Background: an optimization exercise with open tools, aiming at small area and a short achievable clock period. Do not read the settings as production practice. RTL that was checked went through simulation tests only; none was proved equivalent to the original. For run 1, only the layout was checked, not whether the RTL still works.

==> flow/design.v, too long to show whole: its modules and the start of the top module <==
// module mac: 2261 lines
// module mac_nand2: 7 lines
// module mac_nand2b: 7 lines
// module mac_bsel: 10 lines
// module mac_bsel0: 8 lines
// module mac_bsel32: 9 lines
// module mac_fa: 9 lines
// module mac_fa1: 9 lines
// module mac_xnor2: 7 lines
// module mac_or2: 7 lines
// module mac_ha: 8 lines
// module mac_cpa: 648 lines
// module mac_ga: 8 lines
// module mac_gb: 8 lines
module mac #(
    parameter N = 32
  )(
    input  wire                clk,
    input  wire                arst_n,
    input  wire                ce,
    input  wire                sload,
    input  wire signed [N-1:0] A,
    input  wire signed [N-1:0] B,
    output wire                pvalid,
    output wire signed [N-1:0] P
  );
  // ...
==> flow/flow/run.sh <==
#!/bin/bash
# Layout flow: the standard flow (standard.sh) with four changes.
#  1. After the standard synthesis, combinational cells that ABC upsized but
#     that drive only a few loads get their smallest size back
#     (flow/downsize.tcl); nothing else in the netlist changes.
#  2. Ports are buffered with buf_2 cells instead of clkdlybuf4s50_1, the
#     delay cell that buffer_ports picks by default.
#  3. Timing repair aims at 9.3 ns of setup slack (a 7.2 ns period) instead
#     of config.mk's SETUP_SLACK_MARGIN; the clock and constraints are the same.
#  4. The pin placer keeps ce, arst_n, sload, pvalid and P on one edge
#     (flow/pins.tcl), so the paths from ce and arst_n to the outputs stay short.
# Each step's output goes to its own log here; ORFS's own logs are under orfs/logs.
set -euo pipefail
bash standard.sh synth > synth.log 2>&1
SYNTH_ODB=$PWD/orfs/results/sky130hd/mac/base/1_synth.odb \
  openroad -no_init -exit flow/downsize.tcl > downsize.log 2>&1
PRE_IO_PLACEMENT_TCL=$PWD/flow/pins.tcl \
BUFFER_PORTS_ARGS="-buffer_cell sky130_fd_sc_hd__buf_2" \
  bash standard.sh SETUP_SLACK_MARGIN=9.3 finish > layout.log 2>&1
==> flow/flow/downsize.tcl <==
# Give combinational cells that synthesis upsized, but that drive at most
# MAX_FANOUT loads, their smallest drive strength again. Registers, buffers
# and inverters are left alone; repair_design later fixes any slew or
# capacitance this breaks.
set max_fanout 3
set odb_file $::env(SYNTH_ODB)
read_db $odb_file
set db [ord::get_db]
set block [ord::get_db_block]
set count 0
foreach inst [$block getInsts] {
  set m [[$inst getMaster] getName]
  if {![regexp {^(sky130_fd_sc_hd__([a-z0-9]+))_([0-9]+)$} $m -> base kind size]} { continue }
  if {$size == 1 || $size == 0} { continue }
  if {[regexp {^(df|edf|sdf|dl|buf|clkbuf|inv|clkinv|dly|clkdly|conb|tap|fill|decap)} $kind]} { continue }
  set small [$db findMaster ${base}_1]
  if {$small eq "NULL"} { continue }
  set fanout 0
  foreach it [$inst getITerms] {
    if {![$it isOutputSignal]} { continue }
    set net [$it getNet]
    if {$net eq "NULL"} { continue }
    incr fanout [expr {[llength [$net getITerms]] - 1 + [llength [$net getBTerms]]}]
  }
  if {$fanout > $max_fanout} { continue }
  if {[$inst swapMaster $small]} { incr count }
}
puts "downsize: $count instances set to their smallest size"
write_db $odb_file
==> flow/flow/pins.tcl <==
# Keep the ports whose paths cross the design in one cycle (ce, arst_n ->
# P, pvalid) together on the top edge; the operands go on the other edges.
set_io_pin_constraint -pin_names {ce arst_n sload pvalid P[*]} -region top:*
set_io_pin_constraint -pin_names {A[*]} -region left:*
set_io_pin_constraint -pin_names {B[*]} -region right:*
==> flow/standard.sh <==
#!/bin/bash
# synth_recipe.tcl (not shown) runs the flow's synth.tcl, then flattens the netlist and writes it again
# the make line also repeats each setting of config.mk as NAME=value (left out here)
make -C /OpenROAD-flow-scripts/flow DESIGN_CONFIG=/design/flow/config.mk WORK_HOME=/design/flow/orfs CLKGATE_MAP_FILE= SYNTH_SCRIPT=/design/flow/synth_recipe.tcl "${@:-finish}"
==> flow/config.mk <==
export PLATFORM = sky130hd
export DESIGN_NAME = mac
export DESIGN_NICKNAME = mac
export VERILOG_FILES = /design/flow/design.v
export SDC_FILE = /design/flow/constraint.sdc
export NUM_CORES = 4
export LEC_CHECK = 0
export CAP_MARGIN = 20
export CORE_MARGIN = 2
export CORE_UTILIZATION = 70
export SETUP_SLACK_MARGIN = 5
export SLEW_MARGIN = 20
export SYNTH_HIERARCHICAL = 1
==> flow/constraint.sdc <==
create_clock -name core_clock -period 16.5 [get_ports {clk}]
set_input_delay 3.3000 -clock core_clock [delete_from_list [all_inputs] [get_ports {clk}]]
set_output_delay 3.3000 -clock core_clock [all_outputs]
set_load 0.01 [all_outputs]
==> notes.md, run 1 <==
* Ports at just over 100
* Post-DP HPWL at between 50 and 60 mm
* Slowest stage delay, CP at around 0.16 ns
* Met2 wire length at approximately 41 mm
* Final RePlAce weighted congestion at ~0.96
* Hold Path Sink: v
* Post-DP Area at 0.0281 mm²
* FILL cells at around 2400
* Clock Tree Root: clkbuf_16
* Routed Antenna Nets at 0
* Gr usage total at about 52%
* Via Count at 23529
* Non-Filler Instances at roughly 3000
* Status: complete, no violations
* Setup TNS at 0 ns
* Pre-CTS WS at just under 9 ns
* # Post-CTS Setup Buffers at 1
* Rows at slightly above 70
* Max-Cap Viols at 0
* Drt first pass iters at 8
* Relative slew slack at between 20 and 30%
* Worst slew pin tran at 1.06 ns
* Layout cells sized above 1 at about 11%
* Met3 global-route usage at between 20% and 30%
* DR iter-0 viols at between 3000 and 4000
* Met1 wire length at approximately 32 mm
* Inverters at 50
* Most Used Layer, Global Route: met2
* Hold Crit Class: flip-flop to flip-flop
* Fraction of area in multi-input gates at between 70% and 80%
* Inst Count DP at ~3000
==> module mac_cpa, before the edit <==
module mac_cpa (
    input  wire [63:0] x,
    input  wire [63:0] y,
    output wire [63:0] s
  );
  wire p0_0;
  wire g0_0;
  wire p0_1;
  wire g0_1;
  wire p0_2;
  wire g0_2;
  wire p0_3;
  wire g0_3;
  wire p0_4;
  wire g0_4;
  wire p0_5;
  wire g0_5;
  wire p0_6;
  wire g0_6;
  wire p0_7;
  wire g0_7;
  wire p0_8;
  wire g0_8;
  wire p0_9;
  wire g0_9;
  wire p0_10;
  wire g0_10;
  wire p0_11;
  wire g0_11;
  wire p0_12;
  wire g0_12;
  wire p0_13;
  wire g0_13;
  wire p0_14;
  wire g0_14;
  wire p0_15;
  wire g0_15;
  wire p0_16;
  wire g0_16;
  wire p0_17;
  wire g0_17;
  wire p0_18;
  wire g0_18;
  wire p0_19;
  wire g0_19;
  wire p0_20;
  wire g0_20;
  wire p0_21;
  wire g0_21;
  wire p0_22;
  wire g0_22;
  wire p0_23;
  wire g0_23;
  wire p0_24;
  wire g0_24;
  wire p0_25;
  wire g0_25;
  wire p0_26;
  wire g0_26;
  wire p0_27;
  wire g0_27;
  wire p0_28;
  wire g0_28;
  wire p0_29;
  wire g0_29;
  wire p0_30;
  wire g0_30;
  wire p0_31;
  wire g0_31;
  wire p0_32;
  wire g0_32;
  wire p0_33;
  wire g0_33;
  wire p0_34;
  wire g0_34;
  wire p0_35;
  wire g0_35;
  wire p0_36;
  wire g0_36;
  wire p0_37;
  wire g0_37;
  wire p0_38;
  wire g0_38;
  wire p0_39;
  wire g0_39;
  wire p0_40;
  wire g0_40;
  wire p0_41;
  wire g0_41;
  wire p0_42;
  wire g0_42;
  wire p0_43;
  wire g0_43;
  wire p0_44;
  wire g0_44;
  wire p0_45;
  wire g0_45;
  wire p0_46;
  wire g0_46;
  wire p0_47;
  wire g0_47;
  wire p0_48;
  wire g0_48;
  wire p0_49;
  wire g0_49;
  wire p0_50;
  wire g0_50;
  wire p0_51;
  wire g0_51;
  wire p0_52;
  wire g0_52;
  wire p0_53;
  wire g0_53;
  wire p0_54;
  wire g0_54;
  wire p0_55;
  wire g0_55;
  wire p0_56;
  wire g0_56;
  wire p0_57;
  wire g0_57;
  wire p0_58;
  wire g0_58;
  wire p0_59;
  wire g0_59;
  wire p0_60;
  wire g0_60;
  wire p0_61;
  wire g0_61;
  wire p0_62;
  wire g0_62;
  wire p0_63;
  wire g0_63;
  wire g1_1;
  wire g1_3;
  wire p1_3;
  wire g1_5;
  wire p1_5;
  wire g1_7;
  wire p1_7;
  wire g1_9;
  wire p1_9;
  wire g1_11;
  wire p1_11;
  wire g1_13;
  wire p1_13;
  wire g1_15;
  wire p1_15;
  wire g1_17;
  wire p1_17;
  wire g1_19;
  wire p1_19;
  wire g1_21;
  wire p1_21;
  wire g1_23;
  wire p1_23;
  wire g1_25;
  wire p1_25;
  wire g1_27;
  wire p1_27;
  wire g1_29;
  wire p1_29;
  wire g1_31;
  wire p1_31;
  wire g1_33;
  wire p1_33;
  wire g1_35;
  wire p1_35;
  wire g1_37;
  wire p1_37;
  wire g1_39;
  wire p1_39;
  wire g1_41;
  wire p1_41;
  wire g1_43;
  wire p1_43;
  wire g1_45;
  wire p1_45;
  wire g1_47;
  wire p1_47;
  wire g1_49;
  wire p1_49;
  wire g1_51;
  wire p1_51;
  wire g1_53;
  wire p1_53;
  wire g1_55;
  wire p1_55;
  wire g1_57;
  wire p1_57;
  wire g1_59;
  wire p1_59;
  wire g1_61;
  wire p1_61;
  wire g1_63;
  wire p1_63;
  wire g2_3;
  wire g2_7;
  wire p2_7;
  wire g2_11;
  wire p2_11;
  wire g2_15;
  wire p2_15;
  wire g2_19;
  wire p2_19;
  wire g2_23;
  wire p2_23;
  wire g2_27;
  wire p2_27;
  wire g2_31;
  wire p2_31;
  wire g2_35;
  wire p2_35;
  wire g2_39;
  wire p2_39;
  wire g2_43;
  wire p2_43;
  wire g2_47;
  wire p2_47;
  wire g2_51;
  wire p2_51;
  wire g2_55;
  wire p2_55;
  wire g2_59;
  wire p2_59;
  wire g2_63;
  wire p2_63;
  wire g3_7;
  wire g3_15;
  wire p3_15;
  wire g3_23;
  wire p3_23;
  wire g3_31;
  wire p3_31;
  wire g3_39;
  wire p3_39;
  wire g3_47;
  wire p3_47;
  wire g3_55;
  wire p3_55;
  wire g3_63;
  wire p3_63;
  wire g4_15;
  wire g4_31;
  wire p4_31;
  wire g4_47;
  wire p4_47;
  wire g4_63;
  wire p4_63;
  wire g5_31;
  wire g5_63;
  wire p5_63;
  wire g6_63;
  wire ni0;
  wire g7_47;
  wire ni1;
  wire g8_23;
  wire g8_39;
  wire g8_55;
  wire ni2;
  wire g9_11;
  wire g9_19;
  wire g9_27;
  wire g9_35;
  wire g9_43;
  wire ni3;
  wire g9_51;
  wire g9_59;
  wire ni4;
  wire g10_5;
  wire g10_9;
  wire g10_13;
  wire g10_17;
  wire g10_21;
  wire ni5;
  wire g10_25;
  wire g10_29;
  wire g10_33;
  wire g10_37;
  wire ni6;
  wire g10_41;
  wire g10_45;
  wire g10_49;
  wire g10_53;
  wire ni7;
  wire g10_57;
  wire g10_61;
  wire ni8;
  wire g11_2;
  wire g11_4;
  wire g11_6;
  wire g11_8;
  wire g11_10;
  wire ni9;
  wire g11_12;
  wire g11_14;
  wire g11_16;
  wire g11_18;
  wire ni10;
  wire g11_20;
  wire g11_22;
  wire g11_24;
  wire g11_26;
  wire ni11;
  wire g11_28;
  wire g11_30;
  wire g11_32;
  wire g11_34;
  wire ni12;
  wire g11_36;
  wire g11_38;
  wire g11_40;
  wire g11_42;
  wire ni13;
  wire g11_44;
  wire g11_46;
  wire g11_48;
  wire g11_50;
  wire ni14;
  wire g11_52;
  wire g11_54;
  wire g11_56;
  wire g11_58;
  wire ni15;
  wire g11_60;
  wire g11_62;
  mac_ha u_pg0 (.x(x[0]), .y(y[0]), .s(p0_0), .c(g0_0));
  mac_ha u_pg1 (.x(x[1]), .y(y[1]), .s(p0_1), .c(g0_1));
  mac_ha u_pg2 (.x(x[2]), .y(y[2]), .s(p0_2), .c(g0_2));
  mac_ha u_pg3 (.x(x[3]), .y(y[3]), .s(p0_3), .c(g0_3));
  mac_ha u_pg4 (.x(x[4]), .y(y[4]), .s(p0_4), .c(g0_4));
  mac_ha u_pg5 (.x(x[5]), .y(y[5]), .s(p0_5), .c(g0_5));
  mac_ha u_pg6 (.x(x[6]), .y(y[6]), .s(p0_6), .c(g0_6));
  mac_ha u_pg7 (.x(x[7]), .y(y[7]), .s(p0_7), .c(g0_7));
  mac_ha u_pg8 (.x(x[8]), .y(y[8]), .s(p0_8), .c(g0_8));
  mac_ha u_pg9 (.x(x[9]), .y(y[9]), .s(p0_9), .c(g0_9));
  mac_ha u_pg10 (.x(x[10]), .y(y[10]), .s(p0_10), .c(g0_10));
  mac_ha u_pg11 (.x(x[11]), .y(y[11]), .s(p0_11), .c(g0_11));
  mac_ha u_pg12 (.x(x[12]), .y(y[12]), .s(p0_12), .c(g0_12));
  mac_ha u_pg13 (.x(x[13]), .y(y[13]), .s(p0_13), .c(g0_13));
  mac_ha u_pg14 (.x(x[14]), .y(y[14]), .s(p0_14), .c(g0_14));
  mac_ha u_pg15 (.x(x[15]), .y(y[15]), .s(p0_15), .c(g0_15));
  mac_ha u_pg16 (.x(x[16]), .y(y[16]), .s(p0_16), .c(g0_16));
  mac_ha u_pg17 (.x(x[17]), .y(y[17]), .s(p0_17), .c(g0_17));
  mac_ha u_pg18 (.x(x[18]), .y(y[18]), .s(p0_18), .c(g0_18));
  mac_ha u_pg19 (.x(x[19]), .y(y[19]), .s(p0_19), .c(g0_19));
  mac_ha u_pg20 (.x(x[20]), .y(y[20]), .s(p0_20), .c(g0_20));
  mac_ha u_pg21 (.x(x[21]), .y(y[21]), .s(p0_21), .c(g0_21));
  mac_ha u_pg22 (.x(x[22]), .y(y[22]), .s(p0_22), .c(g0_22));
  mac_ha u_pg23 (.x(x[23]), .y(y[23]), .s(p0_23), .c(g0_23));
  mac_ha u_pg24 (.x(x[24]), .y(y[24]), .s(p0_24), .c(g0_24));
  mac_ha u_pg25 (.x(x[25]), .y(y[25]), .s(p0_25), .c(g0_25));
  mac_ha u_pg26 (.x(x[26]), .y(y[26]), .s(p0_26), .c(g0_26));
  mac_ha u_pg27 (.x(x[27]), .y(y[27]), .s(p0_27), .c(g0_27));
  mac_ha u_pg28 (.x(x[28]), .y(y[28]), .s(p0_28), .c(g0_28));
  mac_ha u_pg29 (.x(x[29]), .y(y[29]), .s(p0_29), .c(g0_29));
  mac_ha u_pg30 (.x(x[30]), .y(y[30]), .s(p0_30), .c(g0_30));
  mac_ha u_pg31 (.x(x[31]), .y(y[31]), .s(p0_31), .c(g0_31));
  mac_ha u_pg32 (.x(x[32]), .y(y[32]), .s(p0_32), .c(g0_32));
  mac_ha u_pg33 (.x(x[33]), .y(y[33]), .s(p0_33), .c(g0_33));
  mac_ha u_pg34 (.x(x[34]), .y(y[34]), .s(p0_34), .c(g0_34));
  mac_ha u_pg35 (.x(x[35]), .y(y[35]), .s(p0_35), .c(g0_35));
  mac_ha u_pg36 (.x(x[36]), .y(y[36]), .s(p0_36), .c(g0_36));
  mac_ha u_pg37 (.x(x[37]), .y(y[37]), .s(p0_37), .c(g0_37));
  mac_ha u_pg38 (.x(x[38]), .y(y[38]), .s(p0_38), .c(g0_38));
  mac_ha u_pg39 (.x(x[39]), .y(y[39]), .s(p0_39), .c(g0_39));
  mac_ha u_pg40 (.x(x[40]), .y(y[40]), .s(p0_40), .c(g0_40));
  mac_ha u_pg41 (.x(x[41]), .y(y[41]), .s(p0_41), .c(g0_41));
  mac_ha u_pg42 (.x(x[42]), .y(y[42]), .s(p0_42), .c(g0_42));
  mac_ha u_pg43 (.x(x[43]), .y(y[43]), .s(p0_43), .c(g0_43));
  mac_ha u_pg44 (.x(x[44]), .y(y[44]), .s(p0_44), .c(g0_44));
  mac_ha u_pg45 (.x(x[45]), .y(y[45]), .s(p0_45), .c(g0_45));
  mac_ha u_pg46 (.x(x[46]), .y(y[46]), .s(p0_46), .c(g0_46));
  mac_ha u_pg47 (.x(x[47]), .y(y[47]), .s(p0_47), .c(g0_47));
  mac_ha u_pg48 (.x(x[48]), .y(y[48]), .s(p0_48), .c(g0_48));
  mac_ha u_pg49 (.x(x[49]), .y(y[49]), .s(p0_49), .c(g0_49));
  mac_ha u_pg50 (.x(x[50]), .y(y[50]), .s(p0_50), .c(g0_50));
  mac_ha u_pg51 (.x(x[51]), .y(y[51]), .s(p0_51), .c(g0_51));
  mac_ha u_pg52 (.x(x[52]), .y(y[52]), .s(p0_52), .c(g0_52));
  mac_ha u_pg53 (.x(x[53]), .y(y[53]), .s(p0_53), .c(g0_53));
  mac_ha u_pg54 (.x(x[54]), .y(y[54]), .s(p0_54), .c(g0_54));
  mac_ha u_pg55 (.x(x[55]), .y(y[55]), .s(p0_55), .c(g0_55));
  mac_ha u_pg56 (.x(x[56]), .y(y[56]), .s(p0_56), .c(g0_56));
  mac_ha u_pg57 (.x(x[57]), .y(y[57]), .s(p0_57), .c(g0_57));
  mac_ha u_pg58 (.x(x[58]), .y(y[58]), .s(p0_58), .c(g0_58));
  mac_ha u_pg59 (.x(x[59]), .y(y[59]), .s(p0_59), .c(g0_59));
  mac_ha u_pg60 (.x(x[60]), .y(y[60]), .s(p0_60), .c(g0_60));
  mac_ha u_pg61 (.x(x[61]), .y(y[61]), .s(p0_61), .c(g0_61));
  mac_ha u_pg62 (.x(x[62]), .y(y[62]), .s(p0_62), .c(g0_62));
  mac_ha u_pg63 (.x(x[63]), .y(y[63]), .s(p0_63), .c(g0_63));
  mac_ga u_g1_1 (.gh(g0_1), .ph(p0_1), .gl(g0_0), .gn(g1_1));
  mac_ga u_g1_3 (.gh(g0_3), .ph(p0_3), .gl(g0_2), .gn(g1_3));
  assign p1_3 = ~(p0_3 & p0_2);
  mac_ga u_g1_5 (.gh(g0_5), .ph(p0_5), .gl(g0_4), .gn(g1_5));
  assign p1_5 = ~(p0_5 & p0_4);
  mac_ga u_g1_7 (.gh(g0_7), .ph(p0_7), .gl(g0_6), .gn(g1_7));
  assign p1_7 = ~(p0_7 & p0_6);
  mac_ga u_g1_9 (.gh(g0_9), .ph(p0_9), .gl(g0_8), .gn(g1_9));
  assign p1_9 = ~(p0_9 & p0_8);
  mac_ga u_g1_11 (.gh(g0_11), .ph(p0_11), .gl(g0_10), .gn(g1_11));
  assign p1_11 = ~(p0_11 & p0_10);
  mac_ga u_g1_13 (.gh(g0_13), .ph(p0_13), .gl(g0_12), .gn(g1_13));
  assign p1_13 = ~(p0_13 & p0_12);
  mac_ga u_g1_15 (.gh(g0_15), .ph(p0_15), .gl(g0_14), .gn(g1_15));
  assign p1_15 = ~(p0_15 & p0_14);
  mac_ga u_g1_17 (.gh(g0_17), .ph(p0_17), .gl(g0_16), .gn(g1_17));
  assign p1_17 = ~(p0_17 & p0_16);
  mac_ga u_g1_19 (.gh(g0_19), .ph(p0_19), .gl(g0_18), .gn(g1_19));
  assign p1_19 = ~(p0_19 & p0_18);
  mac_ga u_g1_21 (.gh(g0_21), .ph(p0_21), .gl(g0_20), .gn(g1_21));
  assign p1_21 = ~(p0_21 & p0_20);
  mac_ga u_g1_23 (.gh(g0_23), .ph(p0_23), .gl(g0_22), .gn(g1_23));
  assign p1_23 = ~(p0_23 & p0_22);
  mac_ga u_g1_25 (.gh(g0_25), .ph(p0_25), .gl(g0_24), .gn(g1_25));
  assign p1_25 = ~(p0_25 & p0_24);
  mac_ga u_g1_27 (.gh(g0_27), .ph(p0_27), .gl(g0_26), .gn(g1_27));
  assign p1_27 = ~(p0_27 & p0_26);
  mac_ga u_g1_29 (.gh(g0_29), .ph(p0_29), .gl(g0_28), .gn(g1_29));
  assign p1_29 = ~(p0_29 & p0_28);
  mac_ga u_g1_31 (.gh(g0_31), .ph(p0_31), .gl(g0_30), .gn(g1_31));
  assign p1_31 = ~(p0_31 & p0_30);
  mac_ga u_g1_33 (.gh(g0_33), .ph(p0_33), .gl(g0_32), .gn(g1_33));
  assign p1_33 = ~(p0_33 & p0_32);
  mac_ga u_g1_35 (.gh(g0_35), .ph(p0_35), .gl(g0_34), .gn(g1_35));
  assign p1_35 = ~(p0_35 & p0_34);
  mac_ga u_g1_37 (.gh(g0_37), .ph(p0_37), .gl(g0_36), .gn(g1_37));
  assign p1_37 = ~(p0_37 & p0_36);
  mac_ga u_g1_39 (.gh(g0_39), .ph(p0_39), .gl(g0_38), .gn(g1_39));
  assign p1_39 = ~(p0_39 & p0_38);
  mac_ga u_g1_41 (.gh(g0_41), .ph(p0_41), .gl(g0_40), .gn(g1_41));
  assign p1_41 = ~(p0_41 & p0_40);
  mac_ga u_g1_43 (.gh(g0_43), .ph(p0_43), .gl(g0_42), .gn(g1_43));
  assign p1_43 = ~(p0_43 & p0_42);
  mac_ga u_g1_45 (.gh(g0_45), .ph(p0_45), .gl(g0_44), .gn(g1_45));
  assign p1_45 = ~(p0_45 & p0_44);
  mac_ga u_g1_47 (.gh(g0_47), .ph(p0_47), .gl(g0_46), .gn(g1_47));
  assign p1_47 = ~(p0_47 & p0_46);
  mac_ga u_g1_49 (.gh(g0_49), .ph(p0_49), .gl(g0_48), .gn(g1_49));
  assign p1_49 = ~(p0_49 & p0_48);
  mac_ga u_g1_51 (.gh(g0_51), .ph(p0_51), .gl(g0_50), .gn(g1_51));
  assign p1_51 = ~(p0_51 & p0_50);
  mac_ga u_g1_53 (.gh(g0_53), .ph(p0_53), .gl(g0_52), .gn(g1_53));
  assign p1_53 = ~(p0_53 & p0_52);
  mac_ga u_g1_55 (.gh(g0_55), .ph(p0_55), .gl(g0_54), .gn(g1_55));
  assign p1_55 = ~(p0_55 & p0_54);
  mac_ga u_g1_57 (.gh(g0_57), .ph(p0_57), .gl(g0_56), .gn(g1_57));
  assign p1_57 = ~(p0_57 & p0_56);
  mac_ga u_g1_59 (.gh(g0_59), .ph(p0_59), .gl(g0_58), .gn(g1_59));
  assign p1_59 = ~(p0_59 & p0_58);
  mac_ga u_g1_61 (.gh(g0_61), .ph(p0_61), .gl(g0_60), .gn(g1_61));
  assign p1_61 = ~(p0_61 & p0_60);
  mac_ga u_g1_63 (.gh(g0_63), .ph(p0_63), .gl(g0_62), .gn(g1_63));
  assign p1_63 = ~(p0_63 & p0_62);
  mac_gb u_g2_3 (.gnh(g1_3), .pnh(p1_3), .gnl(g1_1), .g(g2_3));
  mac_gb u_g2_7 (.gnh(g1_7), .pnh(p1_7), .gnl(g1_5), .g(g2_7));
  assign p2_7 = ~(p1_7 | p1_5);
  mac_gb u_g2_11 (.gnh(g1_11), .pnh(p1_11), .gnl(g1_9), .g(g2_11));
  assign p2_11 = ~(p1_11 | p1_9);
  mac_gb u_g2_15 (.gnh(g1_15), .pnh(p1_15), .gnl(g1_13), .g(g2_15));
  assign p2_15 = ~(p1_15 | p1_13);
  mac_gb u_g2_19 (.gnh(g1_19), .pnh(p1_19), .gnl(g1_17), .g(g2_19));
  assign p2_19 = ~(p1_19 | p1_17);
  mac_gb u_g2_23 (.gnh(g1_23), .pnh(p1_23), .gnl(g1_21), .g(g2_23));
  assign p2_23 = ~(p1_23 | p1_21);
  mac_gb u_g2_27 (.gnh(g1_27), .pnh(p1_27), .gnl(g1_25), .g(g2_27));
  assign p2_27 = ~(p1_27 | p1_25);
  mac_gb u_g2_31 (.gnh(g1_31), .pnh(p1_31), .gnl(g1_29), .g(g2_31));
  assign p2_31 = ~(p1_31 | p1_29);
  mac_gb u_g2_35 (.gnh(g1_35), .pnh(p1_35), .gnl(g1_33), .g(g2_35));
  assign p2_35 = ~(p1_35 | p1_33);
  mac_gb u_g2_39 (.gnh(g1_39), .pnh(p1_39), .gnl(g1_37), .g(g2_39));
  assign p2_39 = ~(p1_39 | p1_37);
  mac_gb u_g2_43 (.gnh(g1_43), .pnh(p1_43), .gnl(g1_41), .g(g2_43));
  assign p2_43 = ~(p1_43 | p1_41);
  mac_gb u_g2_47 (.gnh(g1_47), .pnh(p1_47), .gnl(g1_45), .g(g2_47));
  assign p2_47 = ~(p1_47 | p1_45);
  mac_gb u_g2_51 (.gnh(g1_51), .pnh(p1_51), .gnl(g1_49), .g(g2_51));
  assign p2_51 = ~(p1_51 | p1_49);
  mac_gb u_g2_55 (.gnh(g1_55), .pnh(p1_55), .gnl(g1_53), .g(g2_55));
  assign p2_55 = ~(p1_55 | p1_53);
  mac_gb u_g2_59 (.gnh(g1_59), .pnh(p1_59), .gnl(g1_57), .g(g2_59));
  assign p2_59 = ~(p1_59 | p1_57);
  mac_gb u_g2_63 (.gnh(g1_63), .pnh(p1_63), .gnl(g1_61), .g(g2_63));
  assign p2_63 = ~(p1_63 | p1_61);
  mac_ga u_g3_7 (.gh(g2_7), .ph(p2_7), .gl(g2_3), .gn(g3_7));
  mac_ga u_g3_15 (.gh(g2_15), .ph(p2_15), .gl(g2_11), .gn(g3_15));
  assign p3_15 = ~(p2_15 & p2_11);
  mac_ga u_g3_23 (.gh(g2_23), .ph(p2_23), .gl(g2_19), .gn(g3_23));
  assign p3_23 = ~(p2_23 & p2_19);
  mac_ga u_g3_31 (.gh(g2_31), .ph(p2_31), .gl(g2_27), .gn(g3_31));
  assign p3_31 = ~(p2_31 & p2_27);
  mac_ga u_g3_39 (.gh(g2_39), .ph(p2_39), .gl(g2_35), .gn(g3_39));
  assign p3_39 = ~(p2_39 & p2_35);
  mac_ga u_g3_47 (.gh(g2_47), .ph(p2_47), .gl(g2_43), .gn(g3_47));
  assign p3_47 = ~(p2_47 & p2_43);
  mac_ga u_g3_55 (.gh(g2_55), .ph(p2_55), .gl(g2_51), .gn(g3_55));
  assign p3_55 = ~(p2_55 & p2_51);
  mac_ga u_g3_63 (.gh(g2_63), .ph(p2_63), .gl(g2_59), .gn(g3_63));
  assign p3_63 = ~(p2_63 & p2_59);
  mac_gb u_g4_15 (.gnh(g3_15), .pnh(p3_15), .gnl(g3_7), .g(g4_15));
  mac_gb u_g4_31 (.gnh(g3_31), .pnh(p3_31), .gnl(g3_23), .g(g4_31));
  assign p4_31 = ~(p3_31 | p3_23);
  mac_gb u_g4_47 (.gnh(g3_47), .pnh(p3_47), .gnl(g3_39), .g(g4_47));
  assign p4_47 = ~(p3_47 | p3_39);
  mac_gb u_g4_63 (.gnh(g3_63), .pnh(p3_63), .gnl(g3_55), .g(g4_63));
  assign p4_63 = ~(p3_63 | p3_55);
  mac_ga u_g5_31 (.gh(g4_31), .ph(p4_31), .gl(g4_15), .gn(g5_31));
  mac_ga u_g5_63 (.gh(g4_63), .ph(p4_63), .gl(g4_47), .gn(g5_63));
  assign p5_63 = ~(p4_63 & p4_47);
  mac_gb u_g6_63 (.gnh(g5_63), .pnh(p5_63), .gnl(g5_31), .g(g6_63));
  assign ni0 = ~g5_31;
  mac_ga u_g7_47 (.gh(g4_47), .ph(p4_47), .gl(ni0), .gn(g7_47));
  assign ni1 = ~g4_15;
  mac_gb u_g8_23 (.gnh(g3_23), .pnh(p3_23), .gnl(ni1), .g(g8_23));
  mac_gb u_g8_39 (.gnh(g3_39), .pnh(p3_39), .gnl(g5_31), .g(g8_39));
  mac_gb u_g8_55 (.gnh(g3_55), .pnh(p3_55), .gnl(g7_47), .g(g8_55));
  assign ni2 = ~g3_7;
  mac_ga u_g9_11 (.gh(g2_11), .ph(p2_11), .gl(ni2), .gn(g9_11));
  mac_ga u_g9_19 (.gh(g2_19), .ph(p2_19), .gl(g4_15), .gn(g9_19));
  mac_ga u_g9_27 (.gh(g2_27), .ph(p2_27), .gl(g8_23), .gn(g9_27));
  mac_ga u_g9_35 (.gh(g2_35), .ph(p2_35), .gl(ni0), .gn(g9_35));
  mac_ga u_g9_43 (.gh(g2_43), .ph(p2_43), .gl(g8_39), .gn(g9_43));
  assign ni3 = ~g7_47;
  mac_ga u_g9_51 (.gh(g2_51), .ph(p2_51), .gl(ni3), .gn(g9_51));
  mac_ga u_g9_59 (.gh(g2_59), .ph(p2_59), .gl(g8_55), .gn(g9_59));
  assign ni4 = ~g2_3;
  mac_gb u_g10_5 (.gnh(g1_5), .pnh(p1_5), .gnl(ni4), .g(g10_5));
  mac_gb u_g10_9 (.gnh(g1_9), .pnh(p1_9), .gnl(g3_7), .g(g10_9));
  mac_gb u_g10_13 (.gnh(g1_13), .pnh(p1_13), .gnl(g9_11), .g(g10_13));
  mac_gb u_g10_17 (.gnh(g1_17), .pnh(p1_17), .gnl(ni1), .g(g10_17));
  mac_gb u_g10_21 (.gnh(g1_21), .pnh(p1_21), .gnl(g9_19), .g(g10_21));
  assign ni5 = ~g8_23;
  mac_gb u_g10_25 (.gnh(g1_25), .pnh(p1_25), .gnl(ni5), .g(g10_25));
  mac_gb u_g10_29 (.gnh(g1_29), .pnh(p1_29), .gnl(g9_27), .g(g10_29));
  mac_gb u_g10_33 (.gnh(g1_33), .pnh(p1_33), .gnl(g5_31), .g(g10_33));
  mac_gb u_g10_37 (.gnh(g1_37), .pnh(p1_37), .gnl(g9_35), .g(g10_37));
  assign ni6 = ~g8_39;
  mac_gb u_g10_41 (.gnh(g1_41), .pnh(p1_41), .gnl(ni6), .g(g10_41));
  mac_gb u_g10_45 (.gnh(g1_45), .pnh(p1_45), .gnl(g9_43), .g(g10_45));
  mac_gb u_g10_49 (.gnh(g1_49), .pnh(p1_49), .gnl(g7_47), .g(g10_49));
  mac_gb u_g10_53 (.gnh(g1_53), .pnh(p1_53), .gnl(g9_51), .g(g10_53));
  assign ni7 = ~g8_55;
  mac_gb u_g10_57 (.gnh(g1_57), .pnh(p1_57), .gnl(ni7), .g(g10_57));
  mac_gb u_g10_61 (.gnh(g1_61), .pnh(p1_61), .gnl(g9_59), .g(g10_61));
  assign ni8 = ~g1_1;
  mac_ga u_g11_2 (.gh(g0_2), .ph(p0_2), .gl(ni8), .gn(g11_2));
  mac_ga u_g11_4 (.gh(g0_4), .ph(p0_4), .gl(g2_3), .gn(g11_4));
  mac_ga u_g11_6 (.gh(g0_6), .ph(p0_6), .gl(g10_5), .gn(g11_6));
  mac_ga u_g11_8 (.gh(g0_8), .ph(p0_8), .gl(ni2), .gn(g11_8));
  mac_ga u_g11_10 (.gh(g0_10), .ph(p0_10), .gl(g10_9), .gn(g11_10));
  assign ni9 = ~g9_11;
  mac_ga u_g11_12 (.gh(g0_12), .ph(p0_12), .gl(ni9), .gn(g11_12));
  mac_ga u_g11_14 (.gh(g0_14), .ph(p0_14), .gl(g10_13), .gn(g11_14));
  mac_ga u_g11_16 (.gh(g0_16), .ph(p0_16), .gl(g4_15), .gn(g11_16));
  mac_ga u_g11_18 (.gh(g0_18), .ph(p0_18), .gl(g10_17), .gn(g11_18));
  assign ni10 = ~g9_19;
  mac_ga u_g11_20 (.gh(g0_20), .ph(p0_20), .gl(ni10), .gn(g11_20));
  mac_ga u_g11_22 (.gh(g0_22), .ph(p0_22), .gl(g10_21), .gn(g11_22));
  mac_ga u_g11_24 (.gh(g0_24), .ph(p0_24), .gl(g8_23), .gn(g11_24));
  mac_ga u_g11_26 (.gh(g0_26), .ph(p0_26), .gl(g10_25), .gn(g11_26));
  assign ni11 = ~g9_27;
  mac_ga u_g11_28 (.gh(g0_28), .ph(p0_28), .gl(ni11), .gn(g11_28));
  mac_ga u_g11_30 (.gh(g0_30), .ph(p0_30), .gl(g10_29), .gn(g11_30));
  mac_ga u_g11_32 (.gh(g0_32), .ph(p0_32), .gl(ni0), .gn(g11_32));
  mac_ga u_g11_34 (.gh(g0_34), .ph(p0_34), .gl(g10_33), .gn(g11_34));
  assign ni12 = ~g9_35;
  mac_ga u_g11_36 (.gh(g0_36), .ph(p0_36), .gl(ni12), .gn(g11_36));
  mac_ga u_g11_38 (.gh(g0_38), .ph(p0_38), .gl(g10_37), .gn(g11_38));
  mac_ga u_g11_40 (.gh(g0_40), .ph(p0_40), .gl(g8_39), .gn(g11_40));
  mac_ga u_g11_42 (.gh(g0_42), .ph(p0_42), .gl(g10_41), .gn(g11_42));
  assign ni13 = ~g9_43;
  mac_ga u_g11_44 (.gh(g0_44), .ph(p0_44), .gl(ni13), .gn(g11_44));
  mac_ga u_g11_46 (.gh(g0_46), .ph(p0_46), .gl(g10_45), .gn(g11_46));
  mac_ga u_g11_48 (.gh(g0_48), .ph(p0_48), .gl(ni3), .gn(g11_48));
  mac_ga u_g11_50 (.gh(g0_50), .ph(p0_50), .gl(g10_49), .gn(g11_50));
  assign ni14 = ~g9_51;
  mac_ga u_g11_52 (.gh(g0_52), .ph(p0_52), .gl(ni14), .gn(g11_52));
  mac_ga u_g11_54 (.gh(g0_54), .ph(p0_54), .gl(g10_53), .gn(g11_54));
  mac_ga u_g11_56 (.gh(g0_56), .ph(p0_56), .gl(g8_55), .gn(g11_56));
  mac_ga u_g11_58 (.gh(g0_58), .ph(p0_58), .gl(g10_57), .gn(g11_58));
  assign ni15 = ~g9_59;
  mac_ga u_g11_60 (.gh(g0_60), .ph(p0_60), .gl(ni15), .gn(g11_60));
  mac_ga u_g11_62 (.gh(g0_62), .ph(p0_62), .gl(g10_61), .gn(g11_62));
  assign s[0] = p0_0;
  assign s[1] = p0_1 ^ g0_0;
  assign s[2] = ~(p0_2 ^ g1_1);
  assign s[3] = ~(p0_3 ^ g11_2);
  assign s[4] = p0_4 ^ g2_3;
  assign s[5] = ~(p0_5 ^ g11_4);
  assign s[6] = p0_6 ^ g10_5;
  assign s[7] = ~(p0_7 ^ g11_6);
  assign s[8] = ~(p0_8 ^ g3_7);
  assign s[9] = ~(p0_9 ^ g11_8);
  assign s[10] = p0_10 ^ g10_9;
  assign s[11] = ~(p0_11 ^ g11_10);
  assign s[12] = ~(p0_12 ^ g9_11);
  assign s[13] = ~(p0_13 ^ g11_12);
  assign s[14] = p0_14 ^ g10_13;
  assign s[15] = ~(p0_15 ^ g11_14);
  assign s[16] = p0_16 ^ g4_15;
  assign s[17] = ~(p0_17 ^ g11_16);
  assign s[18] = p0_18 ^ g10_17;
  assign s[19] = ~(p0_19 ^ g11_18);
  assign s[20] = ~(p0_20 ^ g9_19);
  assign s[21] = ~(p0_21 ^ g11_20);
  assign s[22] = p0_22 ^ g10_21;
  assign s[23] = ~(p0_23 ^ g11_22);
  assign s[24] = p0_24 ^ g8_23;
  assign s[25] = ~(p0_25 ^ g11_24);
  assign s[26] = p0_26 ^ g10_25;
  assign s[27] = ~(p0_27 ^ g11_26);
  assign s[28] = ~(p0_28 ^ g9_27);
  assign s[29] = ~(p0_29 ^ g11_28);
  assign s[30] = p0_30 ^ g10_29;
  assign s[31] = ~(p0_31 ^ g11_30);
  assign s[32] = ~(p0_32 ^ g5_31);
  assign s[33] = ~(p0_33 ^ g11_32);
  assign s[34] = p0_34 ^ g10_33;
  assign s[35] = ~(p0_35 ^ g11_34);
  assign s[36] = ~(p0_36 ^ g9_35);
  assign s[37] = ~(p0_37 ^ g11_36);
  assign s[38] = p0_38 ^ g10_37;
  assign s[39] = ~(p0_39 ^ g11_38);
  assign s[40] = p0_40 ^ g8_39;
  assign s[41] = ~(p0_41 ^ g11_40);
  assign s[42] = p0_42 ^ g10_41;
  assign s[43] = ~(p0_43 ^ g11_42);
  assign s[44] = ~(p0_44 ^ g9_43);
  assign s[45] = ~(p0_45 ^ g11_44);
  assign s[46] = p0_46 ^ g10_45;
  assign s[47] = ~(p0_47 ^ g11_46);
  assign s[48] = ~(p0_48 ^ g7_47);
  assign s[49] = ~(p0_49 ^ g11_48);
  assign s[50] = p0_50 ^ g10_49;
  assign s[51] = ~(p0_51 ^ g11_50);
  assign s[52] = ~(p0_52 ^ g9_51);
  assign s[53] = ~(p0_53 ^ g11_52);
  assign s[54] = p0_54 ^ g10_53;
  assign s[55] = ~(p0_55 ^ g11_54);
  assign s[56] = p0_56 ^ g8_55;
  assign s[57] = ~(p0_57 ^ g11_56);
  assign s[58] = p0_58 ^ g10_57;
  assign s[59] = ~(p0_59 ^ g11_58);
  assign s[60] = ~(p0_60 ^ g9_59);
  assign s[61] = ~(p0_61 ^ g11_60);
  assign s[62] = p0_62 ^ g10_61;
  assign s[63] = ~(p0_63 ^ g11_62);
endmodule
==> run 2: changes to the inputs <==
--- a/flow/design.v
+++ b/flow/design.v
@@ -2669,66 +2669,130 @@
   wire g11_62;
-  mac_ha u_pg0 (.x(x[0]), .y(y[0]), .s(p0_0), .c(g0_0));
-  mac_ha u_pg1 (.x(x[1]), .y(y[1]), .s(p0_1), .c(g0_1));
-  mac_ha u_pg2 (.x(x[2]), .y(y[2]), .s(p0_2), .c(g0_2));
-  mac_ha u_pg3 (.x(x[3]), .y(y[3]), .s(p0_3), .c(g0_3));
-  mac_ha u_pg4 (.x(x[4]), .y(y[4]), .s(p0_4), .c(g0_4));
-  mac_ha u_pg5 (.x(x[5]), .y(y[5]), .s(p0_5), .c(g0_5));
-  mac_ha u_pg6 (.x(x[6]), .y(y[6]), .s(p0_6), .c(g0_6));
-  mac_ha u_pg7 (.x(x[7]), .y(y[7]), .s(p0_7), .c(g0_7));
-  mac_ha u_pg8 (.x(x[8]), .y(y[8]), .s(p0_8), .c(g0_8));
-  mac_ha u_pg9 (.x(x[9]), .y(y[9]), .s(p0_9), .c(g0_9));
-  mac_ha u_pg10 (.x(x[10]), .y(y[10]), .s(p0_10), .c(g0_10));
-  mac_ha u_pg11 (.x(x[11]), .y(y[11]), .s(p0_11), .c(g0_11));
-  mac_ha u_pg12 (.x(x[12]), .y(y[12]), .s(p0_12), .c(g0_12));
-  mac_ha u_pg13 (.x(x[13]), .y(y[13]), .s(p0_13), .c(g0_13));
-  mac_ha u_pg14 (.x(x[14]), .y(y[14]), .s(p0_14), .c(g0_14));
-  mac_ha u_pg15 (.x(x[15]), .y(y[15]), .s(p0_15), .c(g0_15));
-  mac_ha u_pg16 (.x(x[16]), .y(y[16]), .s(p0_16), .c(g0_16));
-  mac_ha u_pg17 (.x(x[17]), .y(y[17]), .s(p0_17), .c(g0_17));
-  mac_ha u_pg18 (.x(x[18]), .y(y[18]), .s(p0_18), .c(g0_18));
-  mac_ha u_pg19 (.x(x[19]), .y(y[19]), .s(p0_19), .c(g0_19));
-  mac_ha u_pg20 (.x(x[20]), .y(y[20]), .s(p0_20), .c(g0_20));
-  mac_ha u_pg21 (.x(x[21]), .y(y[21]), .s(p0_21), .c(g0_21));
-  mac_ha u_pg22 (.x(x[22]), .y(y[22]), .s(p0_22), .c(g0_22));
-  mac_ha u_pg23 (.x(x[23]), .y(y[23]), .s(p0_23), .c(g0_23));
-  mac_ha u_pg24 (.x(x[24]), .y(y[24]), .s(p0_24), .c(g0_24));
-  mac_ha u_pg25 (.x(x[25]), .y(y[25]), .s(p0_25), .c(g0_25));
-  mac_ha u_pg26 (.x(x[26]), .y(y[26]), .s(p0_26), .c(g0_26));
-  mac_ha u_pg27 (.x(x[27]), .y(y[27]), .s(p0_27), .c(g0_27));
-  mac_ha u_pg28 (.x(x[28]), .y(y[28]), .s(p0_28), .c(g0_28));
-  mac_ha u_pg29 (.x(x[29]), .y(y[29]), .s(p0_29), .c(g0_29));
-  mac_ha u_pg30 (.x(x[30]), .y(y[30]), .s(p0_30), .c(g0_30));
-  mac_ha u_pg31 (.x(x[31]), .y(y[31]), .s(p0_31), .c(g0_31));
-  mac_ha u_pg32 (.x(x[32]), .y(y[32]), .s(p0_32), .c(g0_32));
-  mac_ha u_pg33 (.x(x[33]), .y(y[33]), .s(p0_33), .c(g0_33));
-  mac_ha u_pg34 (.x(x[34]), .y(y[34]), .s(p0_34), .c(g0_34));
-  mac_ha u_pg35 (.x(x[35]), .y(y[35]), .s(p0_35), .c(g0_35));
-  mac_ha u_pg36 (.x(x[36]), .y(y[36]), .s(p0_36), .c(g0_36));
-  mac_ha u_pg37 (.x(x[37]), .y(y[37]), .s(p0_37), .c(g0_37));
-  mac_ha u_pg38 (.x(x[38]), .y(y[38]), .s(p0_38), .c(g0_38));
-  mac_ha u_pg39 (.x(x[39]), .y(y[39]), .s(p0_39), .c(g0_39));
-  mac_ha u_pg40 (.x(x[40]), .y(y[40]), .s(p0_40), .c(g0_40));
-  mac_ha u_pg41 (.x(x[41]), .y(y[41]), .s(p0_41), .c(g0_41));
-  mac_ha u_pg42 (.x(x[42]), .y(y[42]), .s(p0_42), .c(g0_42));
-  mac_ha u_pg43 (.x(x[43]), .y(y[43]), .s(p0_43), .c(g0_43));
-  mac_ha u_pg44 (.x(x[44]), .y(y[44]), .s(p0_44), .c(g0_44));
-  mac_ha u_pg45 (.x(x[45]), .y(y[45]), .s(p0_45), .c(g0_45));
-  mac_ha u_pg46 (.x(x[46]), .y(y[46]), .s(p0_46), .c(g0_46));
-  mac_ha u_pg47 (.x(x[47]), .y(y[47]), .s(p0_47), .c(g0_47));
-  mac_ha u_pg48 (.x(x[48]), .y(y[48]), .s(p0_48), .c(g0_48));
-  mac_ha u_pg49 (.x(x[49]), .y(y[49]), .s(p0_49), .c(g0_49));
-  mac_ha u_pg50 (.x(x[50]), .y(y[50]), .s(p0_50), .c(g0_50));
-  mac_ha u_pg51 (.x(x[51]), .y(y[51]), .s(p0_51), .c(g0_51));
-  mac_ha u_pg52 (.x(x[52]), .y(y[52]), .s(p0_52), .c(g0_52));
-  mac_ha u_pg53 (.x(x[53]), .y(y[53]), .s(p0_53), .c(g0_53));
-  mac_ha u_pg54 (.x(x[54]), .y(y[54]), .s(p0_54), .c(g0_54));
-  mac_ha u_pg55 (.x(x[55]), .y(y[55]), .s(p0_55), .c(g0_55));
-  mac_ha u_pg56 (.x(x[56]), .y(y[56]), .s(p0_56), .c(g0_56));
-  mac_ha u_pg57 (.x(x[57]), .y(y[57]), .s(p0_57), .c(g0_57));
-  mac_ha u_pg58 (.x(x[58]), .y(y[58]), .s(p0_58), .c(g0_58));
-  mac_ha u_pg59 (.x(x[59]), .y(y[59]), .s(p0_59), .c(g0_59));
-  mac_ha u_pg60 (.x(x[60]), .y(y[60]), .s(p0_60), .c(g0_60));
-  mac_ha u_pg61 (.x(x[61]), .y(y[61]), .s(p0_61), .c(g0_61));
-  mac_ha u_pg62 (.x(x[62]), .y(y[62]), .s(p0_62), .c(g0_62));
-  mac_ha u_pg63 (.x(x[63]), .y(y[63]), .s(p0_63), .c(g0_63));
+  mac_xor2 u_p0 (.a(x[0]), .b(y[0]), .y(p0_0));
+  mac_and2 u_g0 (.a(x[0]), .b(y[0]), .y(g0_0));
+  mac_xor2 u_p1 (.a(x[1]), .b(y[1]), .y(p0_1));
+  mac_and2 u_g1 (.a(x[1]), .b(y[1]), .y(g0_1));
+  mac_xor2 u_p2 (.a(x[2]), .b(y[2]), .y(p0_2));
+  mac_and2 u_g2 (.a(x[2]), .b(y[2]), .y(g0_2));
+  mac_xor2 u_p3 (.a(x[3]), .b(y[3]), .y(p0_3));
+  mac_and2 u_g3 (.a(x[3]), .b(y[3]), .y(g0_3));
+  mac_xor2 u_p4 (.a(x[4]), .b(y[4]), .y(p0_4));
+  mac_and2 u_g4 (.a(x[4]), .b(y[4]), .y(g0_4));
+  mac_xor2 u_p5 (.a(x[5]), .b(y[5]), .y(p0_5));
+  mac_and2 u_g5 (.a(x[5]), .b(y[5]), .y(g0_5));
+  mac_xor2 u_p6 (.a(x[6]), .b(y[6]), .y(p0_6));
+  mac_and2 u_g6 (.a(x[6]), .b(y[6]), .y(g0_6));
+  mac_xor2 u_p7 (.a(x[7]), .b(y[7]), .y(p0_7));
+  mac_and2 u_g7 (.a(x[7]), .b(y[7]), .y(g0_7));
+  mac_xor2 u_p8 (.a(x[8]), .b(y[8]), .y(p0_8));
+  mac_and2 u_g8 (.a(x[8]), .b(y[8]), .y(g0_8));
+  mac_xor2 u_p9 (.a(x[9]), .b(y[9]), .y(p0_9));
+  mac_and2 u_g9 (.a(x[9]), .b(y[9]), .y(g0_9));
+  mac_xor2 u_p10 (.a(x[10]), .b(y[10]), .y(p0_10));
+  mac_and2 u_g10 (.a(x[10]), .b(y[10]), .y(g0_10));
+  mac_xor2 u_p11 (.a(x[11]), .b(y[11]), .y(p0_11));
+  mac_and2 u_g11 (.a(x[11]), .b(y[11]), .y(g0_11));
+  mac_xor2 u_p12 (.a(x[12]), .b(y[12]), .y(p0_12));
+  mac_and2 u_g12 (.a(x[12]), .b(y[12]), .y(g0_12));
+  mac_xor2 u_p13 (.a(x[13]), .b(y[13]), .y(p0_13));
+  mac_and2 u_g13 (.a(x[13]), .b(y[13]), .y(g0_13));
+  mac_xor2 u_p14 (.a(x[14]), .b(y[14]), .y(p0_14));
+  mac_and2 u_g14 (.a(x[14]), .b(y[14]), .y(g0_14));
+  mac_xor2 u_p15 (.a(x[15]), .b(y[15]), .y(p0_15));
+  mac_and2 u_g15 (.a(x[15]), .b(y[15]), .y(g0_15));
+  mac_xor2 u_p16 (.a(x[16]), .b(y[16]), .y(p0_16));
+  mac_and2 u_g16 (.a(x[16]), .b(y[16]), .y(g0_16));
+  mac_xor2 u_p17 (.a(x[17]), .b(y[17]), .y(p0_17));
+  mac_and2 u_g17 (.a(x[17]), .b(y[17]), .y(g0_17));
+  mac_xor2 u_p18 (.a(x[18]), .b(y[18]), .y(p0_18));
+  mac_and2 u_g18 (.a(x[18]), .b(y[18]), .y(g0_18));
+  mac_xor2 u_p19 (.a(x[19]), .b(y[19]), .y(p0_19));
+  mac_and2 u_g19 (.a(x[19]), .b(y[19]), .y(g0_19));
+  mac_xor2 u_p20 (.a(x[20]), .b(y[20]), .y(p0_20));
+  mac_and2 u_g20 (.a(x[20]), .b(y[20]), .y(g0_20));
+  mac_xor2 u_p21 (.a(x[21]), .b(y[21]), .y(p0_21));
+  mac_and2 u_g21 (.a(x[21]), .b(y[21]), .y(g0_21));
+  mac_xor2 u_p22 (.a(x[22]), .b(y[22]), .y(p0_22));
+  mac_and2 u_g22 (.a(x[22]), .b(y[22]), .y(g0_22));
+  mac_xor2 u_p23 (.a(x[23]), .b(y[23]), .y(p0_23));
+  mac_and2 u_g23 (.a(x[23]), .b(y[23]), .y(g0_23));
+  mac_xor2 u_p24 (.a(x[24]), .b(y[24]), .y(p0_24));
+  mac_and2 u_g24 (.a(x[24]), .b(y[24]), .y(g0_24));
+  mac_xor2 u_p25 (.a(x[25]), .b(y[25]), .y(p0_25));
+  mac_and2 u_g25 (.a(x[25]), .b(y[25]), .y(g0_25));
+  mac_xor2 u_p26 (.a(x[26]), .b(y[26]), .y(p0_26));
+  mac_and2 u_g26 (.a(x[26]), .b(y[26]), .y(g0_26));
+  mac_xor2 u_p27 (.a(x[27]), .b(y[27]), .y(p0_27));
+  mac_and2 u_g27 (.a(x[27]), .b(y[27]), .y(g0_27));
+  mac_xor2 u_p28 (.a(x[28]), .b(y[28]), .y(p0_28));
+  mac_and2 u_g28 (.a(x[28]), .b(y[28]), .y(g0_28));
+  mac_xor2 u_p29 (.a(x[29]), .b(y[29]), .y(p0_29));
+  mac_and2 u_g29 (.a(x[29]), .b(y[29]), .y(g0_29));
+  mac_xor2 u_p30 (.a(x[30]), .b(y[30]), .y(p0_30));
+  mac_and2 u_g30 (.a(x[30]), .b(y[30]), .y(g0_30));
+  mac_xor2 u_p31 (.a(x[31]), .b(y[31]), .y(p0_31));
+  mac_and2 u_g31 (.a(x[31]), .b(y[31]), .y(g0_31));
+  mac_xor2 u_p32 (.a(x[32]), .b(y[32]), .y(p0_32));
+  mac_and2 u_g32 (.a(x[32]), .b(y[32]), .y(g0_32));
+  mac_xor2 u_p33 (.a(x[33]), .b(y[33]), .y(p0_33));
+  mac_and2 u_g33 (.a(x[33]), .b(y[33]), .y(g0_33));
+  mac_xor2 u_p34 (.a(x[34]), .b(y[34]), .y(p0_34));
+  mac_and2 u_g34 (.a(x[34]), .b(y[34]), .y(g0_34));
+  mac_xor2 u_p35 (.a(x[35]), .b(y[35]), .y(p0_35));
+  mac_and2 u_g35 (.a(x[35]), .b(y[35]), .y(g0_35));
+  mac_xor2 u_p36 (.a(x[36]), .b(y[36]), .y(p0_36));
+  mac_and2 u_g36 (.a(x[36]), .b(y[36]), .y(g0_36));
+  mac_xor2 u_p37 (.a(x[37]), .b(y[37]), .y(p0_37));
+  mac_and2 u_g37 (.a(x[37]), .b(y[37]), .y(g0_37));
+  mac_xor2 u_p38 (.a(x[38]), .b(y[38]), .y(p0_38));
+  mac_and2 u_g38 (.a(x[38]), .b(y[38]), .y(g0_38));
+  mac_xor2 u_p39 (.a(x[39]), .b(y[39]), .y(p0_39));
+  mac_and2 u_g39 (.a(x[39]), .b(y[39]), .y(g0_39));
+  mac_xor2 u_p40 (.a(x[40]), .b(y[40]), .y(p0_40));
+  mac_and2 u_g40 (.a(x[40]), .b(y[40]), .y(g0_40));
+  mac_xor2 u_p41 (.a(x[41]), .b(y[41]), .y(p0_41));
+  mac_and2 u_g41 (.a(x[41]), .b(y[41]), .y(g0_41));
+  mac_xor2 u_p42 (.a(x[42]), .b(y[42]), .y(p0_42));
+  mac_and2 u_g42 (.a(x[42]), .b(y[42]), .y(g0_42));
+  mac_xor2 u_p43 (.a(x[43]), .b(y[43]), .y(p0_43));
+  mac_and2 u_g43 (.a(x[43]), .b(y[43]), .y(g0_43));
+  mac_xor2 u_p44 (.a(x[44]), .b(y[44]), .y(p0_44));
+  mac_and2 u_g44 (.a(x[44]), .b(y[44]), .y(g0_44));
+  mac_xor2 u_p45 (.a(x[45]), .b(y[45]), .y(p0_45));
+  mac_and2 u_g45 (.a(x[45]), .b(y[45]), .y(g0_45));
+  mac_xor2 u_p46 (.a(x[46]), .b(y[46]), .y(p0_46));
+  mac_and2 u_g46 (.a(x[46]), .b(y[46]), .y(g0_46));
+  mac_xor2 u_p47 (.a(x[47]), .b(y[47]), .y(p0_47));
+  mac_and2 u_g47 (.a(x[47]), .b(y[47]), .y(g0_47));
+  mac_xor2 u_p48 (.a(x[48]), .b(y[48]), .y(p0_48));
+  mac_and2 u_g48 (.a(x[48]), .b(y[48]), .y(g0_48));
+  mac_xor2 u_p49 (.a(x[49]), .b(y[49]), .y(p0_49));
+  mac_and2 u_g49 (.a(x[49]), .b(y[49]), .y(g0_49));
+  mac_xor2 u_p50 (.a(x[50]), .b(y[50]), .y(p0_50));
+  mac_and2 u_g50 (.a(x[50]), .b(y[50]), .y(g0_50));
+  mac_xor2 u_p51 (.a(x[51]), .b(y[51]), .y(p0_51));
+  mac_and2 u_g51 (.a(x[51]), .b(y[51]), .y(g0_51));
+  mac_xor2 u_p52 (.a(x[52]), .b(y[52]), .y(p0_52));
+  mac_and2 u_g52 (.a(x[52]), .b(y[52]), .y(g0_52));
+  mac_xor2 u_p53 (.a(x[53]), .b(y[53]), .y(p0_53));
+  mac_and2 u_g53 (.a(x[53]), .b(y[53]), .y(g0_53));
+  mac_xor2 u_p54 (.a(x[54]), .b(y[54]), .y(p0_54));
+  mac_and2 u_g54 (.a(x[54]), .b(y[54]), .y(g0_54));
+  mac_xor2 u_p55 (.a(x[55]), .b(y[55]), .y(p0_55));
+  mac_and2 u_g55 (.a(x[55]), .b(y[55]), .y(g0_55));
+  mac_xor2 u_p56 (.a(x[56]), .b(y[56]), .y(p0_56));
+  mac_and2 u_g56 (.a(x[56]), .b(y[56]), .y(g0_56));
+  mac_xor2 u_p57 (.a(x[57]), .b(y[57]), .y(p0_57));
+  mac_and2 u_g57 (.a(x[57]), .b(y[57]), .y(g0_57));
+  mac_xor2 u_p58 (.a(x[58]), .b(y[58]), .y(p0_58));
+  mac_and2 u_g58 (.a(x[58]), .b(y[58]), .y(g0_58));
+  mac_xor2 u_p59 (.a(x[59]), .b(y[59]), .y(p0_59));
+  mac_and2 u_g59 (.a(x[59]), .b(y[59]), .y(g0_59));
+  mac_xor2 u_p60 (.a(x[60]), .b(y[60]), .y(p0_60));
+  mac_and2 u_g60 (.a(x[60]), .b(y[60]), .y(g0_60));
+  mac_xor2 u_p61 (.a(x[61]), .b(y[61]), .y(p0_61));
+  mac_and2 u_g61 (.a(x[61]), .b(y[61]), .y(g0_61));
+  mac_xor2 u_p62 (.a(x[62]), .b(y[62]), .y(p0_62));
+  mac_and2 u_g62 (.a(x[62]), .b(y[62]), .y(g0_62));
+  mac_xor2 u_p63 (.a(x[63]), .b(y[63]), .y(p0_63));
+  mac_and2 u_g63 (.a(x[63]), .b(y[63]), .y(g0_63));
   mac_ga u_g1_1 (.gh(g0_1), .ph(p0_1), .gl(g0_0), .gn(g1_1));
@@ -2991,2 +3055,16 @@
 endmodule
+module mac_xor2 (
+    input  wire a,
+    input  wire b,
+    output wire y
+  );
+  assign y = a ^ b;
+endmodule
+module mac_and2 (
+    input  wire a,
+    input  wire b,
+    output wire y
+  );
+  assign y = a & b;
+endmodule
 module mac_ga (
--- a/flow/config.mk
+++ b/flow/config.mk
@@ -9,3 +9,6 @@
 export CORE_MARGIN = 2
-export CORE_UTILIZATION = 70
+export CORE_UTILIZATION = 60
+export CTS_BUF_LIST = sky130_fd_sc_hd__clkbuf_8
+export CTS_CLUSTER_DIAMETER = 40
+export CTS_CLUSTER_SIZE = 10
 export SETUP_SLACK_MARGIN = 5
==> run 2 against run 1 <==
Effect of this change: still clean; die area up 17%; register-to-register slack better by 0.19 ns; routed wire length up 1.1%; sequential cell count unchanged; area after synthesis up 0.58%; critical path type unchanged; critical endpoint is now P[7].
==> notes.md, run 2 <==
* Clock Tree Root: clkbuf_8 (was clkbuf_16)
* Most common cell after layout, fill and taps aside: xor2_1 (unchanged)
* Post-synthesis cell count at 2370 (was 2307)
* Hold Buf Count CTS at 0 (unchanged)
* Min Tclk post-route at 7.21 ns (was 7.25 ns)
* Setup crit start kind: input pin (unchanged)
* Gr usage total at 44.3% (was 51.8%)
* Synthesized area per cell at 11.2 µm² (was 11.4 µm²)
* Count of final hold-check violations at 0 (unchanged)
* Vias in the first global route at 24864 (was 25297)
* Pre-CTS WS at 8.90 ns (was 8.94 ns)
* Final #Nets at 3169 (was 3167)
* Hold Startpoint: v (unchanged)
* Largest regs: a_n x32, acc_hi x32, acc_lo x32 (unchanged)
* Final WS setup at 9.29 ns (was 9.25 ns)
* Commonest cells after routing, fill and taps aside: 591 x xor2_1, 495 x o22ai_1, 479 x fa_1, 112 x edfxtp_1, 104 x a21oi_1 (was 533 x xor2_1, 495 x o22ai_1, 480 x fa_1, 112 x edfxtp_1, 111 x ha_1)
* Initial antenna violation count at 3 (was 1)
* DRC Markers at 0 (unchanged)
* Worst-Skew Late Latency at 0.61 ns (was 0.52 ns)
* Pin count of the biggest net entering global routing at 72 (was 80)
* Initial core utilization at 60.4% (was 70.6%)
* Worst R2R Start: two_n[12] (was one_n[3])
* Data required time of the critical path at 13.20 ns (about the same)
* Yosys Warn Count at 7 (unchanged)
* Peak Freq at 139 MHz (was 138 MHz)
* H-tree levels at 4 (unchanged)
* Ports at 101 (unchanged)
* Wirelength per Cell at 31.3 µm (was 32.5 µm)
* DR iter-0 viols at 3212 (was 3991)
* Final RePlAce weighted congestion at 0.931 (was 0.958)
* Rows at 77 (was 71)
* Routed WL at 99.7 mm (was 98.6 mm)
* Synth Cell Area at 0.0266 mm² (was 0.0264 mm²)
* CTS tree: yes (unchanged)
* Die Y at 214 µm (was 198 µm)
* CP arrival at 3.91 ns (was 3.95 ns)
* Period utilization at 43.7% (was 43.9%)
* Die X at 214 µm (was 198 µm)
* Clock-pin transition on the worst setup and hold timing paths at 0.09 ns (was 0.07 ns)
* Die area at 0.0460 mm² (was 0.0393 mm²)
* Worst-path fanout max at 6 (unchanged)
* CP Class: input pin to primary output (unchanged)
* Status: complete, no violations (unchanged)
* CP endpoint kind: primary output (unchanged)
* Clk sinks at 148 (unchanged)
* Post-DP HPWL at 57.9 mm (was 56.1 mm)
* Total gr overflow at 0 (unchanged)
* CP Launch Point: ce (unchanged)
* Inst Count DP at 3136 (was 2993)
* Port-buffer cells at 100 (unchanged)
* Core area at 0.0439 mm² (was 0.0374 mm²)
* Max-Cap Viols at 0 (unchanged)
* First-pass GRT wire length at 151 mm (was 147 mm)
* Drt first pass iters at 6 (was 8)
* Max Slew Vio Count at 0 (unchanged)
* RSZ-0062 raised after global routing: yes (unchanged)
* Clk_skew at 0.0317 ns (was 0.0221 ns)
* TritonCTS buffer count at 17 (unchanged)
* Via Count at 22873 (was 23529)
* Finish-stage setup viols at 0 (unchanged)
* Relative slew slack at 29.5% (was 29.0%)
* Setup TNS at 0 ns (unchanged)
* Hold Crit Class: flip-flop to flip-flop (unchanged)
* Vias/cell at 7.19 (was 7.76)
* Non-Filler Instances at 3182 (was 3033)
* Layout area overhead at 11.3% (was 11.4%)
* Routed Antenna Nets at 0 (unchanged)
* Syn nets at 2965 (was 2966)
* Max Root-Sink Buffers at 2 (unchanged)
* Layout cells sized above 1 at 10.9% (was 11.0%)
* Worst slew pin tran at 1.06 ns (about the same)
-- run 2: area by class of cell --
type,instances,area [µm²]
clock inverter,15,158
multi-input combinational,2163,22300
inverter,50,188
fill,3480,14400
clock buffer,17,234
tap,592,741
timing repair buffer,194,1690
antenna,3,7.51
sequential,148,4270
-- run 2: path summary, 6_finish.rpt --
path,to,slack [ns],cells past startpoint
worst max-delay path,P[7],9.29,5
worst min-delay path,v,0.49,2
worst max register to register,acc_hi[31],9.46,24
worst min register to register,v,0.49,2
max in group asynchronous,acc_lo[13],13.35,3
min in group asynchronous,pv,2.79,3
-- run 2: through the flow --
stage | area, µm² | hold slack [ns] | util, %
floorplan | 26600 | 0.442 | -
global placement | 28300 | 0.475 | 64.5
detailed placement | 28300 | 0.473 | 64.5
CTS | 29200 | 0.496 | 66.4
global route | 29500 | 0.515 | 67.3
finish | 29500 | 0.492 | 67.3
-- run 2: critical path, cell delays in order --
cell and delay [ns]:
clkbuf_16 0.14, nand2b_4 0.14, nand2_4 0.10, and2_1 0.12
buf_2 0.12
-- run 2: repair_timing --
item                       CTS  global route
setup endpoints to repair   41            41
buffers inserted             0             8
pin swaps                   13            12
gates resized for setup     99            61
cloned                       2             1
-- run 2: routing by layer --
layer | part of all wire (%) | track usage (%)
met5 | 0.013 | 0
met4 | 7.2 | 28.5
met3 | 14 | 13.9
met2 | 44 | 66.9
met1 | 35 | 55.5

==> static timing again, ports no longer ideal <==
The flow's constraints put no driver on any port. The routed layouts listed below were extracted and timed again, unchanged, in two steps. Step 1 sets driving cells, clkbuf_16 on the clock port and buf_2 on the other inputs (assumed; they add their load-dependent delay and slew). Step 2 also shifts input and output timing later by t, the mid clock arrival at the registers, as if the neighbouring blocks saw the same clock. a / b / c = ideal ports / drivers / drivers and shift; a / b = the first two.
| run | shift t [ns] | setup WS [ns] | worst hold slack (ns) | slew at the worst register clock pin (ns) | worst slew at a driven data input, ns |
|---|---|---|---|---|---|
| run 1 | 0.565 | 9.249 / 9.044 / 9.044 | 0.481 / 0.481 / 0.481 | 0.08 / 0.08 | 0.23 |
| run 2 | 0.654 | 9.287 / 9.088 / 9.088 | 0.492 / 0.492 / 0.492 | 0.13 / 0.13 | 0.19 |
After both steps setup and hold are still met in every run listed. The setup slack of run 1, which loses most, moves by -0.205 ns with the drivers and by -0.205 ns with both steps.
